Source: an optimization exercise on an open RTL-to-GDS flow (aim: small area and a short achievable clock period). Production flows keep margins and buffers that such runs may drop.
RTL that was checked went through simulation tests only; none was proved equivalent to the original.
Function not checked in runs 2 to 4: the RTL went through the layout flow alone.

==> flow/design.v, too long to show whole: its modules and the start of the top module <==
// module gte_mac123: 1209 lines
// module mac_fa: 4 lines
// module mac_ha: 4 lines
module gte_mac123 (
   input  wire               clk,
   input  wire               reset,
   input  wire               trigger,
   input  wire signed [31:0] mul1,
   input  wire signed [31:0] mul2,
   input  wire signed [44:0] add,
   input  wire               sub,
   input  wire               swap,
   input  wire               save_shifted,
   input  wire               use_ir,
   input  wire               ir_shift,
   input  wire               ir_shift_flag,
   input  wire               sat_ir,
   input  wire               sat_ir_flag,
   input  wire               use_result,
   output wire signed [31:0] mac_result,
   output reg                mac_writeback,
   output wire signed [15:0] ir_result,
   output reg                ir_writeback,
   output reg  signed [44:0] mac_last,
   output wire signed [31:0] mac_shifted,
   output wire               flag_mac_uf,
   output wire               flag_mac_of,
   output wire               flag_ir
);
  // ...
==> flow/flow/run.sh <==
#!/bin/bash
# The standard layout (the standard.sh with its unchanged synthesis) with two
# changes to how the layout is made: the port buffers are plain buffers
# (sky130_fd_sc_hd__buf_1) instead of the delay cells buffer_ports picks by
# default, and ORFS's timing repair is asked for a setup margin past what the
# clock period needs. The clock and constraints are the design's.
# make's full output goes to make_finish.log in the work folder.
set -euo pipefail
here="$(cd "$(dirname "${BASH_SOURCE[0]}")/.." && pwd)"
cd "$here"
bash ./standard.sh "BUFFER_PORTS_ARGS=-buffer_cell sky130_fd_sc_hd__buf_1" \
  SETUP_SLACK_MARGIN=6.5 finish > make_finish.log 2>&1
==> flow/standard.sh <==
#!/bin/bash
# synth_recipe.tcl (not shown) runs the flow's synth.tcl, then flattens the netlist and writes it again
# the make line also repeats each setting of config.mk as NAME=value (left out here)
make -C /OpenROAD-flow-scripts/flow DESIGN_CONFIG=/design/flow/config.mk WORK_HOME=/design/flow/orfs CLKGATE_MAP_FILE= SYNTH_SCRIPT=/design/flow/synth_recipe.tcl "${@:-finish}"
==> flow/config.mk <==
export PLATFORM = sky130hd
export DESIGN_NAME = gte_mac123
export DESIGN_NICKNAME = gte_mac123
export VERILOG_FILES = /design/flow/design.v
export SDC_FILE = /design/flow/constraint.sdc
export NUM_CORES = 4
export LEC_CHECK = 0
export ABC_AREA = 1
export CAP_MARGIN = 20
export CORE_MARGIN = 2
export CORE_UTILIZATION = 40
export SLEW_MARGIN = 20
export SYNTH_HIERARCHICAL = 1
==> flow/constraint.sdc <==
create_clock -name core_clock -period 14.0 [get_ports {clk}]
set_input_delay 2.8000 -clock core_clock [delete_from_list [all_inputs] [get_ports {clk}]]
set_output_delay 2.8000 -clock core_clock [all_outputs]
set_load 0.01 [all_outputs]
==> impl_metrics.env, run 1 <==
export IMPL_ys_ff_latch=186
export IMPL_synth_cell_type_count=56
export IMPL_synth_top_family_by_area="adder cells"
export IMPL_cp_end_kind="flop"
export IMPL_multi_input_gates=2369
export IMPL_place_ws_ps=6110
export IMPL_hold_slack_ps=483
export IMPL_ys_warn_count=7
export IMPL_finClkSkew_ps=28.2
export IMPL_met1_usage=0.348
export IMPL_top_layer="met5"
export IMPL_critical_path_depth=13
export IMPL_status="finished clean"
export IMPL_utilization=0.441
export IMPL_initial_utilization=0.406
export IMPL_yosys_top_cells_area="fa_1 (30%), xor2_1 (16%), dfxtp_1 (14%), o22ai_1 (9.7%), nand2_1 (4.8%)"
export IMPL_worstPathCellList="clkbuf_2 > buf_4 > nor2_1 > inv_1 > nand2_1 > o22ai_1 > xor2_1 > fa_1 > fa_1 > fa_1 > fa_1 > fa_1 > fa_1"
export IMPL_multi_input_area_share=0.735
export IMPL_dieArea_um2=67800
export IMPL_ys_top_cells_by_count="xor2_1 (494), o22ai_1 (406), fa_1 (398)"
export IMPL_crit_family="adder cells"
export IMPL_cp_common_cell="fa_1"
export IMPL_maxCapViolations=0
export IMPL_netlist_instances=2978
export IMPL_regMostFlops="mac_last"
export IMPL_fin_crit_ps=7380
export IMPL_wire_per_inst_um=23.1
export IMPL_num_nonclk_inverters=191
==> inputs of run 2 (changes only) <==
--- a/flow/design.v
+++ b/flow/design.v
@@ -27,34 +27,34 @@
    wire [33:0] ybits = {mul2, 1'b0};
    wire [32:0] x = {mul1[31], mul1};
    wire [15:0] bone, btwo, bneg;
    genvar gj;
    generate for (gj = 0; gj < 16; gj = gj + 1) begin : benc
       wire y0 = ybits[2*gj], y1 = ybits[2*gj+1], y2 = ybits[2*gj+2];
       assign bone[gj] = y0 ^ y1;
       assign btwo[gj] = (y2 & ~y1 & ~y0) | (~y2 & y1 & y0);
-      assign bneg[gj] = y2;
+      assign bneg[gj] = y2 & ~(y1 & y0);    
    end endgenerate
-   wire [32:0] pp0 = (({33{bone[0]}} & x) | ({33{btwo[0]}} & {x[31:0], 1'b0})) ^ {33{bneg[0]}};
-   wire [32:0] pp1 = (({33{bone[1]}} & x) | ({33{btwo[1]}} & {x[31:0], 1'b0})) ^ {33{bneg[1]}};
-   wire [32:0] pp2 = (({33{bone[2]}} & x) | ({33{btwo[2]}} & {x[31:0], 1'b0})) ^ {33{bneg[2]}};
-   wire [32:0] pp3 = (({33{bone[3]}} & x) | ({33{btwo[3]}} & {x[31:0], 1'b0})) ^ {33{bneg[3]}};
-   wire [32:0] pp4 = (({33{bone[4]}} & x) | ({33{btwo[4]}} & {x[31:0], 1'b0})) ^ {33{bneg[4]}};
-   wire [32:0] pp5 = (({33{bone[5]}} & x) | ({33{btwo[5]}} & {x[31:0], 1'b0})) ^ {33{bneg[5]}};
-   wire [32:0] pp6 = (({33{bone[6]}} & x) | ({33{btwo[6]}} & {x[31:0], 1'b0})) ^ {33{bneg[6]}};
-   wire [32:0] pp7 = (({33{bone[7]}} & x) | ({33{btwo[7]}} & {x[31:0], 1'b0})) ^ {33{bneg[7]}};
-   wire [32:0] pp8 = (({33{bone[8]}} & x) | ({33{btwo[8]}} & {x[31:0], 1'b0})) ^ {33{bneg[8]}};
-   wire [32:0] pp9 = (({33{bone[9]}} & x) | ({33{btwo[9]}} & {x[31:0], 1'b0})) ^ {33{bneg[9]}};
-   wire [32:0] pp10 = (({33{bone[10]}} & x) | ({33{btwo[10]}} & {x[31:0], 1'b0})) ^ {33{bneg[10]}};
-   wire [32:0] pp11 = (({33{bone[11]}} & x) | ({33{btwo[11]}} & {x[31:0], 1'b0})) ^ {33{bneg[11]}};
-   wire [32:0] pp12 = (({33{bone[12]}} & x) | ({33{btwo[12]}} & {x[31:0], 1'b0})) ^ {33{bneg[12]}};
-   wire [32:0] pp13 = (({33{bone[13]}} & x) | ({33{btwo[13]}} & {x[31:0], 1'b0})) ^ {33{bneg[13]}};
-   wire [32:0] pp14 = (({33{bone[14]}} & x) | ({33{btwo[14]}} & {x[31:0], 1'b0})) ^ {33{bneg[14]}};
-   wire [32:0] pp15 = (({33{bone[15]}} & x) | ({33{btwo[15]}} & {x[31:0], 1'b0})) ^ {33{bneg[15]}};
+   wire [32:0] pp0 = ({33{bone[0]}} & (x ^ {33{bneg[0]}})) | ({33{btwo[0]}} & ({x[31:0], 1'b0} ^ {33{bneg[0]}}));
+   wire [32:0] pp1 = ({33{bone[1]}} & (x ^ {33{bneg[1]}})) | ({33{btwo[1]}} & ({x[31:0], 1'b0} ^ {33{bneg[1]}}));
+   wire [32:0] pp2 = ({33{bone[2]}} & (x ^ {33{bneg[2]}})) | ({33{btwo[2]}} & ({x[31:0], 1'b0} ^ {33{bneg[2]}}));
+   wire [32:0] pp3 = ({33{bone[3]}} & (x ^ {33{bneg[3]}})) | ({33{btwo[3]}} & ({x[31:0], 1'b0} ^ {33{bneg[3]}}));
+   wire [32:0] pp4 = ({33{bone[4]}} & (x ^ {33{bneg[4]}})) | ({33{btwo[4]}} & ({x[31:0], 1'b0} ^ {33{bneg[4]}}));
+   wire [32:0] pp5 = ({33{bone[5]}} & (x ^ {33{bneg[5]}})) | ({33{btwo[5]}} & ({x[31:0], 1'b0} ^ {33{bneg[5]}}));
+   wire [32:0] pp6 = ({33{bone[6]}} & (x ^ {33{bneg[6]}})) | ({33{btwo[6]}} & ({x[31:0], 1'b0} ^ {33{bneg[6]}}));
+   wire [32:0] pp7 = ({33{bone[7]}} & (x ^ {33{bneg[7]}})) | ({33{btwo[7]}} & ({x[31:0], 1'b0} ^ {33{bneg[7]}}));
+   wire [32:0] pp8 = ({33{bone[8]}} & (x ^ {33{bneg[8]}})) | ({33{btwo[8]}} & ({x[31:0], 1'b0} ^ {33{bneg[8]}}));
+   wire [32:0] pp9 = ({33{bone[9]}} & (x ^ {33{bneg[9]}})) | ({33{btwo[9]}} & ({x[31:0], 1'b0} ^ {33{bneg[9]}}));
+   wire [32:0] pp10 = ({33{bone[10]}} & (x ^ {33{bneg[10]}})) | ({33{btwo[10]}} & ({x[31:0], 1'b0} ^ {33{bneg[10]}}));
+   wire [32:0] pp11 = ({33{bone[11]}} & (x ^ {33{bneg[11]}})) | ({33{btwo[11]}} & ({x[31:0], 1'b0} ^ {33{bneg[11]}}));
+   wire [32:0] pp12 = ({33{bone[12]}} & (x ^ {33{bneg[12]}})) | ({33{btwo[12]}} & ({x[31:0], 1'b0} ^ {33{bneg[12]}}));
+   wire [32:0] pp13 = ({33{bone[13]}} & (x ^ {33{bneg[13]}})) | ({33{btwo[13]}} & ({x[31:0], 1'b0} ^ {33{bneg[13]}}));
+   wire [32:0] pp14 = ({33{bone[14]}} & (x ^ {33{bneg[14]}})) | ({33{btwo[14]}} & ({x[31:0], 1'b0} ^ {33{bneg[14]}}));
+   wire [32:0] pp15 = ({33{bone[15]}} & (x ^ {33{bneg[15]}})) | ({33{btwo[15]}} & ({x[31:0], 1'b0} ^ {33{bneg[15]}}));
    wire hs0, hc0;
    mac_ha u_ha0 (.a(bneg[12]), .b(pp0[24]), .s(hs0), .co(hc0));
    wire hs1, hc1;
    mac_ha u_ha1 (.a(pp0[25]), .b(pp1[23]), .s(hs1), .co(hc1));
    wire fs2, fc2;
    mac_fa u_fa2 (.a(bneg[13]), .b(pp0[26]), .c(pp1[24]), .s(fs2), .co(fc2));
    wire hs3, hc3;
    mac_ha u_ha3 (.a(pp2[22]), .b(pp3[20]), .s(hs3), .co(hc3));
@@ -863,21 +863,19 @@
          ir_writeback  <= trigger & use_ir;
       end
    end
    wire [43:0] s3, c3;
    generate for (gj = 0; gj < 44; gj = gj + 1) begin : csa
       mac_fa u_fa (.a(a_r[gj]), .b(ps_r[gj]), .c(pc_r[gj]), .s(s3[gj]), .co(c3[gj]));
    end endgenerate
    wire [43:0] vb = {c3[42:0], cin_r};
-   wire [43:0] vg, vh;
-   generate for (gj = 0; gj < 44; gj = gj + 1) begin : cpa_in
-      mac_ha u_ha (.a(s3[gj]), .b(vb[gj]), .s(vh[gj]), .co(vg[gj]));
-   end endgenerate
+   wire [43:0] vg = s3 & vb;
    wire [43:0] vp = s3 | vb;
+   wire [43:0] vh = s3 ^ vb;
    wire va_g0_1 = vg[1] | (vp[1] & vg[0]);
    wire va_p0_1 = vp[1] & vp[0];
    wire va_g0_3 = vg[3] | (vp[3] & vg[2]);
    wire va_p0_3 = vp[3] & vp[2];
    wire va_g0_5 = vg[5] | (vp[5] & vg[4]);
    wire va_p0_5 = vp[5] & vp[4];
    wire va_g0_7 = vg[7] | (vp[7] & vg[6]);
    wire va_p0_7 = vp[7] & vp[6];
--- a/flow/flow/run.sh
+++ b/flow/flow/run.sh
@@ -4,9 +4,9 @@
 # (sky130_fd_sc_hd__buf_1) instead of the delay cells buffer_ports picks by
 # default, and ORFS's timing repair is asked for a setup margin past what the
 # clock period needs. The clock and constraints are the design's.
 # make's full output goes to make_finish.log in the work folder.
 set -euo pipefail
 here="$(cd "$(dirname "${BASH_SOURCE[0]}")/.." && pwd)"
 cd "$here"
 bash ./standard.sh "BUFFER_PORTS_ARGS=-buffer_cell sky130_fd_sc_hd__buf_1" \
-  SETUP_SLACK_MARGIN=6.5 finish > make_finish.log 2>&1
+  SETUP_SLACK_MARGIN=7.0 finish > make_finish.log 2>&1
==> impl_metrics.env, run 2 <==
export IMPL_status="finished clean"
export IMPL_grt_util_all_layers=0.269
export IMPL_cp_end_kind="flop"
export IMPL_cts_sinks=186
export IMPL_dieArea_um2=69700
export IMPL_drv_slew=0
export IMPL_grt_busiest_layer="met2"
export IMPL_firstDrtPassIters=5
export IMPL_critPathArrivalTime_ps=7290
export IMPL_tns_ps=0
export IMPL_grt_pass1_vias=23241
export IMPL_yosysSeqAreaShare=0.138
export IMPL_worstSkewPairLatency_ps=490
export IMPL_rows=95
export IMPL_clk_pin_slew_ps=80
export IMPL_hold_viol=0
export IMPL_r2r_cells=16
export IMPL_register_area_um2=3780
export IMPL_cp_start_kind="input pin"
export IMPL_drc=0
export IMPL_place_ws_ps=5770
export IMPL_ys_ff_latch=186
export IMPL_setup_viol=0
export IMPL_area_growth_pct=12.6
export IMPL_core_um2=67000
export IMPL_antenna_found_initial=2
export IMPL_synth_area_leader_cell="fa_1"
export IMPL_dp_hpwl_mm=74.9
export IMPL_maxCapViolations=0
export IMPL_whs_path_depth=2
export IMPL_use_met3=0.0611
export IMPL_numPortBuffers=250
export IMPL_regMostFlops="mac_last"
export IMPL_reg2reg_slack_ps=10420
export IMPL_cts_max_level=4
export IMPL_nFillCells=6601
export IMPL_multi_input_area_um2=22300
export IMPL_rr_endpoint="a_r[14]"
export IMPL_r2r_start="ps_r[3]"
export IMPL_required_ps=14370
export IMPL_slew_headroom=0.268
export IMPL_vias_per_cell=5.66
export IMPL_use_met2=0.432
export IMPL_synth_top_area_frac=0.294
export IMPL_ys_warn_count=7
export IMPL_met1_usage=0.358
export IMPL_grt_max_degree=76
export IMPL_vias=23528
export IMPL_netlist_instances=3104
export IMPL_synthesis_area_um2=27100
export IMPL_ant_nets=0
export IMPL_wirelength_mm=94.9
export IMPL_num_nets_final=3930
export IMPL_drt_iter0_drc=2326
export IMPL_ys_flop_type="dfxtp_1"
export IMPL_ys_top_cells_by_count="xor2_1 (414), o22ai_1 (399), fa_1 (398)"
export IMPL_synth_avg_cell_area_um2=8.72
export IMPL_yosys_top_cells_area="fa_1 (29%), dfxtp_1 (14%), xor2_1 (13%), o22ai_1 (9.2%), ha_1 (6.4%)"
export IMPL_cts_tree="yes"
export IMPL_fmaxAchievable_mhz=144
export IMPL_synth_cell_type_count=55
export IMPL_cts_made_buffers=17
export IMPL_critical_path_class="input pin to flop"
export IMPL_cts_buffer_depth=2
export IMPL_tightest_slew_ps=1090
export IMPL_die_h_um=264
export IMPL_worstPathMaxFanout=14
export IMPL_synth_edf_count=1
export IMPL_drive_above_1_share=0.113
export IMPL_synth_most_common_cell="xor2_1"
export IMPL_hold_path_end="mac_last[43]"
export IMPL_fin_crit_sh=0.495
export IMPL_synth_async_reset_ratio=0
export IMPL_fin_ws_ps=7070
export IMPL_initial_utilization=0.404
export IMPL_fin_crit_ps=6930
export IMPL_io_pins=251
export IMPL_layout_commonest_cell="xor2_1"
export IMPL_top_regs="mac_last: 45 flops, a_r: 44 flops, ps_r: 44 flops"
export IMPL_cts_root_buf="clkbuf_16"
export IMPL_gp_congestion=0.941
export IMPL_rsz0062_at_grt="true"
export IMPL_largest_register_ffs=45
export IMPL_cts_hold_fix_buffers=0
export IMPL_finClkSkew_ps=20.8
export IMPL_fp_dieW_um=264
export IMPL_final_cell_mix="xor2_1 (411), o22ai_1 (399), fa_1 (397)"
export IMPL_hold_start="mac_last[43]"
export IMPL_gr_total_overflow=0
export IMPL_critPathLaunch="mul1[18]"
export IMPL_grt_pass1_wl_mm=143
export IMPL_wire_per_inst_um=22.8
export IMPL_hp_class="flop to flop"
## run 2: cell families (layout without fill, tap and decap cells)
group	Yosys count	count (layout)	synth area share
AND/OR/NAND/NOR	681	686	0.107
AO/OA/AOI/OAI	666	666	0.147
adder cells (fa/ha/maj)	536	536	0.358
XOR/XNOR	515	515	0.168
buffers and inverters	485	656	0.0691
flip-flops	186	186	0.138
multiplexers	33	33	0.0122
other	2	9	0.000278
## run 2: per-layer routing
| metal | vias up | routed length, µm |
|---|---|---|
| met2 | 1260 | 43300 |
| li1 | 10631 | - |
| met5 | - | 0 |
| met3 | 172 | 8690 |
| met1 | 11465 | 39600 |
| met4 | 0 | 3300 |
## run 2: timing repair
action | CTS | global route
gates cloned | 3 | 4
buffers inserted | 4 | 29
gates resized for setup | 33 | 193
setup endpoints to repair | 45 | 37
pin swaps | 3 | 41
## run 2: layout make-up
type                    count  area share
well taps                 873      0.0359
flip-flops and latches    186       0.124
repair inverters            2    0.000329
diodes                      1   0.0000821
clock buffers              19      0.0149
clock inverters            13     0.00485
repair buffers            320      0.0502
multi-input cells        2444       0.731
inverters                 302      0.0384
## run 2: how the worst max path moves through the flow
stage / end / cells after the start
after floorplan: pc_r[34] / 11
after global placement: pc_r[34] / 10
after detailed placement: pc_r[33] / 10
after CTS: ir_result[5] / 27
after global routing: ir_result[4] / 26
final: pc_r[35] / 10
## run 2: critical path, cell delays in order
cell,delay [ps]
buf_1,250
clkinv_1,770
xor2_1,520
o22ai_1,160
fa_1,440
fa_1,580
fa_1,440
fa_1,410
fa_1,520
fa_1,410
## run 2: metrics by stage
step	hold slack (ps)	std cells	util	instance area, µm²
floorplan	494	3110	-	27100
global placement	460	4085	0.428	28700
detailed placement	461	4086	0.429	28700
CTS	476	4125	0.440	29500
global route	496	4160	0.454	30500
finish	472	4160	0.454	30500
## run 2: per-module statistics from Yosys, one instance, submodules excluded
module      flip-flops and latches  area [µm²]
mac_ha                           0        12.5
gte_mac123                     186       18600
mac_fa                           0        20.0
==> inputs of run 3 (changes only) <==
--- a/flow/flow/run.sh
+++ b/flow/flow/run.sh
@@ -10,3 +10,3 @@
 cd "$here"
 bash ./standard.sh "BUFFER_PORTS_ARGS=-buffer_cell sky130_fd_sc_hd__buf_1" \
-  SETUP_SLACK_MARGIN=7.0 finish > make_finish.log 2>&1
+  SETUP_SLACK_MARGIN=7.3 finish > make_finish.log 2>&1
==> impl_metrics.env, run 3 <==
export IMPL_setup_viol=0
export IMPL_place_ws_ps=5770
export IMPL_grt_busiest_layer="met2"
export IMPL_cts_sinks=186
export IMPL_yosys_top_cells_area="fa_1 (29%), dfxtp_1 (14%), xor2_1 (13%), o22ai_1 (9.2%), ha_1 (6.4%)"
export IMPL_cp_start_kind="flop"
export IMPL_synth_top_area_frac=0.294
export IMPL_initial_utilization=0.404
export IMPL_met1_usage=0.355
export IMPL_drt_iter0_drc=2395
export IMPL_finClkSkew_ps=19.3
export IMPL_synth_avg_cell_area_um2=8.72
export IMPL_core_um2=67000
export IMPL_grt_max_degree=76
export IMPL_drive_above_1_share=0.160
export IMPL_regMostFlops="mac_last"
export IMPL_status="finished clean"
export IMPL_fp_dieW_um=264
export IMPL_firstDrtPassIters=6
export IMPL_dp_hpwl_mm=74.7
export IMPL_grt_util_all_layers=0.271
export IMPL_vias_per_cell=5.67
export IMPL_grt_pass1_vias=23503
export IMPL_dp_cells=4085
export IMPL_worstPathMaxFanout=8
export IMPL_hp_class="flop to flop"
export IMPL_utilization=0.469
export IMPL_tightest_slew_ps=1120
export IMPL_fin_crit_sh=0.488
export IMPL_maxCapViolations=0
export IMPL_fin_crit_ps=6840
export IMPL_num_nets_final=3984
export IMPL_cp_end_kind="output port"
export IMPL_rsz0062_at_grt="true"
export IMPL_synthesis_area_um2=27100
export IMPL_slowest_stage="fa_1"
export IMPL_numPortBuffers=250
export IMPL_fin_area_um2=31500
export IMPL_ys_top_cells_by_count="xor2_1 (414), o22ai_1 (399), fa_1 (398)"
export IMPL_synth_cell_type_count=55
export IMPL_hold_slack_ps=480
export IMPL_io_pins=251
export IMPL_use_met2=0.429
export IMPL_synth_area_leader_cell="fa_1"
export IMPL_top_regs="mac_last: 45 flops, a_r: 44 flops, ps_r: 44 flops"
export IMPL_grt_pass1_wl_mm=144
export IMPL_largest_register_ffs=45
export IMPL_rows=95
export IMPL_use_met3=0.0718
export IMPL_clk_pin_slew_ps=80
export IMPL_dieArea_um2=69700
export IMPL_wirelength_mm=95.7
export IMPL_final_cell_mix="xor2_1 (406), o22ai_1 (399), fa_1 (397)"
export IMPL_r2r_start="pc_r[5]"
export IMPL_antenna_found_initial=2
export IMPL_ys_flop_type="dfxtp_1"
export IMPL_cp_common_cell="nand2_8"
export IMPL_netlist_instances=3104
export IMPL_gp_congestion=0.973
export IMPL_place_area_um2=28700
export IMPL_gr_total_overflow=0
export IMPL_required_ps=11200
export IMPL_cts_made_buffers=17
export IMPL_cts_max_level=4
export IMPL_cts_root_buf="clkbuf_16"
export IMPL_synth_edf_count=1
export IMPL_fin_ws_ps=7160
export IMPL_drc=0
export IMPL_slew_headroom=0.246
export IMPL_ant_nets=0
export IMPL_critPathArrivalTime_ps=4040
export IMPL_die_h_um=264
export IMPL_wire_per_inst_um=22.7
export IMPL_fmaxAchievable_mhz=146
export IMPL_hold_start="mac_last[0]"
export IMPL_ys_ff_latch=186
export IMPL_nFillCells=6567
export IMPL_worstSkewPairLatency_ps=490
export IMPL_critPathLaunch="pc_r[7]"
export IMPL_hold_viol=0
export IMPL_worst_path_largest_cell_delay_ps=570
export IMPL_synth_most_common_cell="xor2_1"
export IMPL_tns_ps=0
export IMPL_critical_path_class="flop to output port"
export IMPL_area_growth_pct=16.2
export IMPL_diodes=0
export IMPL_layoutNonFillerInstCount=4213
export IMPL_cts_tree="yes"
export IMPL_yosysSeqAreaShare=0.138
export IMPL_layout_commonest_cell="xor2_1"
export IMPL_drv_slew=0
export IMPL_synth_async_reset_ratio=0
export IMPL_ys_warn_count=7
export IMPL_cts_buffer_depth=2
export IMPL_worstPathCellList="fa_1 > inv_1 > ha_2 > nor2_4 > and3_4 > nand2_4 > nand2_8 > nand2_8 > nand2_8 > nand2_8 > nand2_8 > nand2_4 > nand3_2 > nand2_2 > nor2_1 > nand2_1 > nor2_4 > nand3_4 > nand2_2 > nand2_2 > nand3_4 > nand2_8 > nor2_1 > buf_2"
export IMPL_vias=23903
## run 3: cell counts after synthesis
No cell type changed its count.
## run 3: cell type report
class | count | area (µm²) | area share
clock inverters | 12 | 129 | 0.00410
repair inverters | 7 | 40.0 | 0.00127
clock buffers | 20 | 437 | 0.0139
flip-flops and latches | 186 | 3810 | 0.121
inverters | 302 | 1200 | 0.0381
repair buffers | 369 | 2070 | 0.0658
well taps | 873 | 1090 | 0.0347
multi-input cells | 2444 | 22700 | 0.721
## run 3: cells by family after synthesis
| logic type | count (synthesis) | synth area share |
|---|---|---|
| AND/OR/NAND/NOR | 681 | 0.107 |
| AO/OA/AOI/OAI | 666 | 0.147 |
| adder cells (fa/ha/maj) | 536 | 0.358 |
| XOR/XNOR | 515 | 0.168 |
| buffers and inverters | 485 | 0.0691 |
| flip-flops | 186 | 0.138 |
| multiplexers | 33 | 0.0122 |
| other | 2 | 0.000278 |
## run 3: worst paths after layout
check                                      to  slack, ps  cells after the start
worst max-delay path            ir_result[10]       7160                     24
worst max register to register          z44_r      10490                     23
worst min-delay path              mac_last[0]        480                      2
worst min register to register    mac_last[0]        480                      2
## run 3: per-module statistics from Yosys, one instance, submodules excluded
| module | times used | cells |
|---|---|---|
| mac_fa | 398 | 1 |
| mac_ha | 36 | 1 |
| gte_mac123 | 1 | 2670 |
## run 3: worst max-delay path: cells and delay by family (launching register included)
family	cells	cell delay [ps]
flops	1	350
buf+inv	2	200
simple gates	20	2230
fa+ha+maj	2	770
## run 3: timing repair
item / 4_1_cts / 5_1_grt
buffers inserted: 45 / 38
pin swaps: 58 / 76
resized for setup: 192 / 207
setup endpoints to repair: 72 / 44
hold buffers: 0 / 0
gates cloned: 7 / 6
## run 3: metal layers
layer  up-vias  routed length (µm)
met2      1274               43200
li1      10745                   -
met4         2                3750
met5         -                  13
met3       225                9780
met1     11657               39000
==> inputs of run 4 (changes only) <==
--- a/flow/flow/run.sh
+++ b/flow/flow/run.sh
@@ -10,3 +10,3 @@
 cd "$here"
 bash ./standard.sh "BUFFER_PORTS_ARGS=-buffer_cell sky130_fd_sc_hd__buf_1" \
-  SETUP_SLACK_MARGIN=7.3 finish > make_finish.log 2>&1
+  SETUP_SLACK_MARGIN=6.8 finish > make_finish.log 2>&1
==> impl_metrics.env, run 4 <==
export IMPL_grt_pass1_vias=22593
export IMPL_io_pins=251
export IMPL_yosysSeqAreaShare=0.138
export IMPL_worstPathMaxFanout=18
export IMPL_multi_input_area_um2=21800
export IMPL_required_ps=14360
export IMPL_synth_cell_type_count=55
export IMPL_cp_common_cell="fa_1"
export IMPL_vias_per_cell=5.62
export IMPL_dieArea_um2=69700
export IMPL_rsz0062_at_grt="true"
export IMPL_synth_edf_count=1
export IMPL_vias=23201
export IMPL_drv_slew=0
export IMPL_worstSkewPairLatency_ps=500
export IMPL_tightest_slew_ps=1160
export IMPL_setup_viol=0
export IMPL_synth_area_leader_cell="fa_1"
export IMPL_cp_num_buf_inv=2
export IMPL_grt_util_all_layers=0.266
export IMPL_wirelength_mm=93.4
export IMPL_ys_top_cells_by_count="xor2_1 (414), o22ai_1 (399), fa_1 (398)"
export IMPL_maxCapViolations=0
export IMPL_crit_family="adder cells"
export IMPL_critical_path_class="input pin to flop"
export IMPL_ant_nets=0
export IMPL_cts_tree="yes"
export IMPL_worstPathCellList="buf_1 > ha_1 > nor2_2 > buf_4 > xor2_1 > o22ai_1 > fa_1 > fa_1 > fa_1 > fa_1 > fa_1 > fa_1"
export IMPL_drt_iter0_drc=2282
export IMPL_grt_pass1_wl_mm=141
export IMPL_whs_path_depth=2
export IMPL_register_area_um2=3740
export IMPL_fp_dieW_um=264
export IMPL_antenna_found_initial=1
export IMPL_place_ws_ps=6180
export IMPL_drive_above_1_share=0.0664
export IMPL_cts_made_buffers=17
export IMPL_diodes=0
export IMPL_final_cell_mix="xor2_1 (412), o22ai_1 (399), fa_1 (398)"
export IMPL_nFillCells=6737
export IMPL_core_um2=67000
export IMPL_fin_ws_ps=6900
export IMPL_firstDrtPassIters=6
export IMPL_top_regs="mac_last: 45 flops, a_r: 44 flops, ps_r: 44 flops"
export IMPL_area_growth_pct=9.44
export IMPL_die_h_um=264
export IMPL_synth_most_common_cell="xor2_1"
export IMPL_synth_top_area_frac=0.294
export IMPL_cts_hold_fix_buffers=0
export IMPL_synth_async_reset_ratio=0
export IMPL_initial_utilization=0.404
export IMPL_yosys_top_cells_area="fa_1 (29%), dfxtp_1 (14%), xor2_1 (13%), o22ai_1 (9.2%), ha_1 (6.4%)"
export IMPL_hp_class="flop to flop"
export IMPL_layout_commonest_cell="xor2_1"
export IMPL_cts_buffer_depth=2
export IMPL_critPathArrivalTime_ps=7460
export IMPL_tns_ps=0
export IMPL_drc=0
export IMPL_cts_max_level=4
export IMPL_ys_warn_count=7
export IMPL_fin_crit_sh=0.507
export IMPL_cts_sinks=186
export IMPL_slew_headroom=0.220
export IMPL_worst_path_largest_cell_delay_ps=590
export IMPL_rows=95
export IMPL_clk_pin_slew_ps=90
export IMPL_grt_max_degree=76
export IMPL_numPortBuffers=250
export IMPL_dp_hpwl_mm=75.0
export IMPL_synthesis_area_um2=27100
export IMPL_hold_viol=0
export IMPL_ys_ff_latch=186
export IMPL_regMostFlops="mac_last"
export IMPL_finClkSkew_ps=19.1
export IMPL_gp_congestion=0.965
export IMPL_cts_root_buf="clkbuf_16"
export IMPL_slowest_stage="nor2_2"
export IMPL_num_nets_final=3899
export IMPL_ys_flop_type="dfxtp_1"
export IMPL_fin_crit_ps=7100
export IMPL_status="finished clean"
export IMPL_netlist_instances=3104
export IMPL_cp_end_kind="flop"
export IMPL_largest_register_ffs=45
export IMPL_critical_path_depth=12
export IMPL_r2r_cells=16
export IMPL_fmaxAchievable_mhz=141
export IMPL_synth_avg_cell_area_um2=8.72
export IMPL_gr_total_overflow=0
export IMPL_cp_start_kind="input pin"
export IMPL_wire_per_inst_um=22.6
==> run 4: metrics by stage <==
| stage | utilization | cell area (µm²) | hold slack (ps) | std cells |
|---|---|---|---|---|
| final | 0.442 | 29600 | 485 | 4128 |
| after detailed placement | 0.429 | 28700 | 464 | 4087 |
| after global placement | 0.428 | 28700 | 461 | 4086 |
| after CTS | 0.438 | 29400 | 486 | 4120 |
| after global routing | 0.442 | 29600 | 506 | 4128 |
| after floorplan | - | 27100 | 494 | 3110 |
==> run 4: timing repair <==
action | CTS | global route
setup endpoints to repair | 20 | 26
gates cloned | 1 | 3
gates resized for setup | 9 | 45
pin swaps | 1 | 3
buffers inserted | 0 | 5
==> run 4: per-module statistics from Yosys (local to each module, per instance) <==
module / cells inside / flip-flops and latches / cell area, µm²
mac_fa: 1 / 0 / 20.0
mac_ha: 1 / 0 / 12.5
gte_mac123: 2670 / 186 / 18600
==> run 4: metal layers <==
metal  GRT usage  up-vias  part of all wire
li1            -    10571                 -
met3      0.0584      156             0.090
met4      0.0837        0             0.031
met2       0.418     1192              0.45
met1       0.366    11282              0.43
met5           0        -                 0
==> run 4: area by class of cell <==
cell class | count | share of cell area
Clock buffer | 21 | 0.0159
Clock inverter | 11 | 0.00346
Inverter | 302 | 0.0388
Multi-Input combinational cell | 2442 | 0.736
Sequential cell | 186 | 0.126
Tap cell | 873 | 0.0369
Timing Repair Buffer | 292 | 0.0429
Timing Repair inverter | 1 | 0.000169
==> run 4: logic make-up after synthesis <==
kind of cell | Yosys count | share of synthesized area
flip-flops | 186 | 0.138
other | 2 | 0.000278
multiplexers | 33 | 0.0122
AO/OA/AOI/OAI | 666 | 0.147
adder cells (fa/ha/maj) | 536 | 0.358
AND/OR/NAND/NOR | 681 | 0.107
XOR/XNOR | 515 | 0.168
buffers and inverters | 485 | 0.0691
==> run 4: worst paths after layout <==
path                                  start           to  slack (ps)
worst max-delay path               mul2[19]     pc_r[34]        6900
worst min-delay path            mac_last[5]  mac_last[5]         490
worst max register to register      pc_r[0]      a_r[14]       10330
worst min register to register  mac_last[5]  mac_last[5]         490
==> run 4: worst min-delay path, delay by kind of cell, from the launching register on <==
| kind | cells | cell delay (ps) |
|---|---|---|
| and+or+nand+nor | 2 | 130 |
| DFF | 1 | 320 |

## what the ideal ports hide
No port has a modelled driver above. Below, the same layouts with a new extraction and two added sets of constraints. Step 1 (the two cells are an assumption about what drives the block):
set clk [get_ports {clk}]
set_driving_cell -lib_cell sky130_fd_sc_hd__clkbuf_16 $clk
set_driving_cell -lib_cell sky130_fd_sc_hd__buf_2 [delete_from_list [all_inputs] $clk]
Step 2 times the ports against the registers' clock, not the clock port: input delays grow and output delays shrink by t, the midpoint of the rising clock arrivals with the driver on. a / b / c = no drivers / after step 1 / after step 2; a / b = the first two.
| run | t (ns) | slack for setup (ns) | worst hold slack (ns) |
|---|---|---|---|
| run 1 | 0.545 | 6.625 / 6.656 / 6.111 | 0.483 / 0.483 / 0.483 |
| run 2 | 0.532 | 7.072 / 7.041 / 6.561 | 0.472 / 0.472 / 0.472 |
| run 3 | 0.532 | 7.162 / 7.113 / 6.835 | 0.480 / 0.480 / 0.480 |
| run 4 | 0.542 | 6.901 / 6.937 / 6.394 | 0.485 / 0.485 / 0.485 |
After both steps every run listed still meets setup and hold. The setup slack of run 1, which loses most, moves by +0.031 ns with the drivers and by -0.514 ns with both steps.
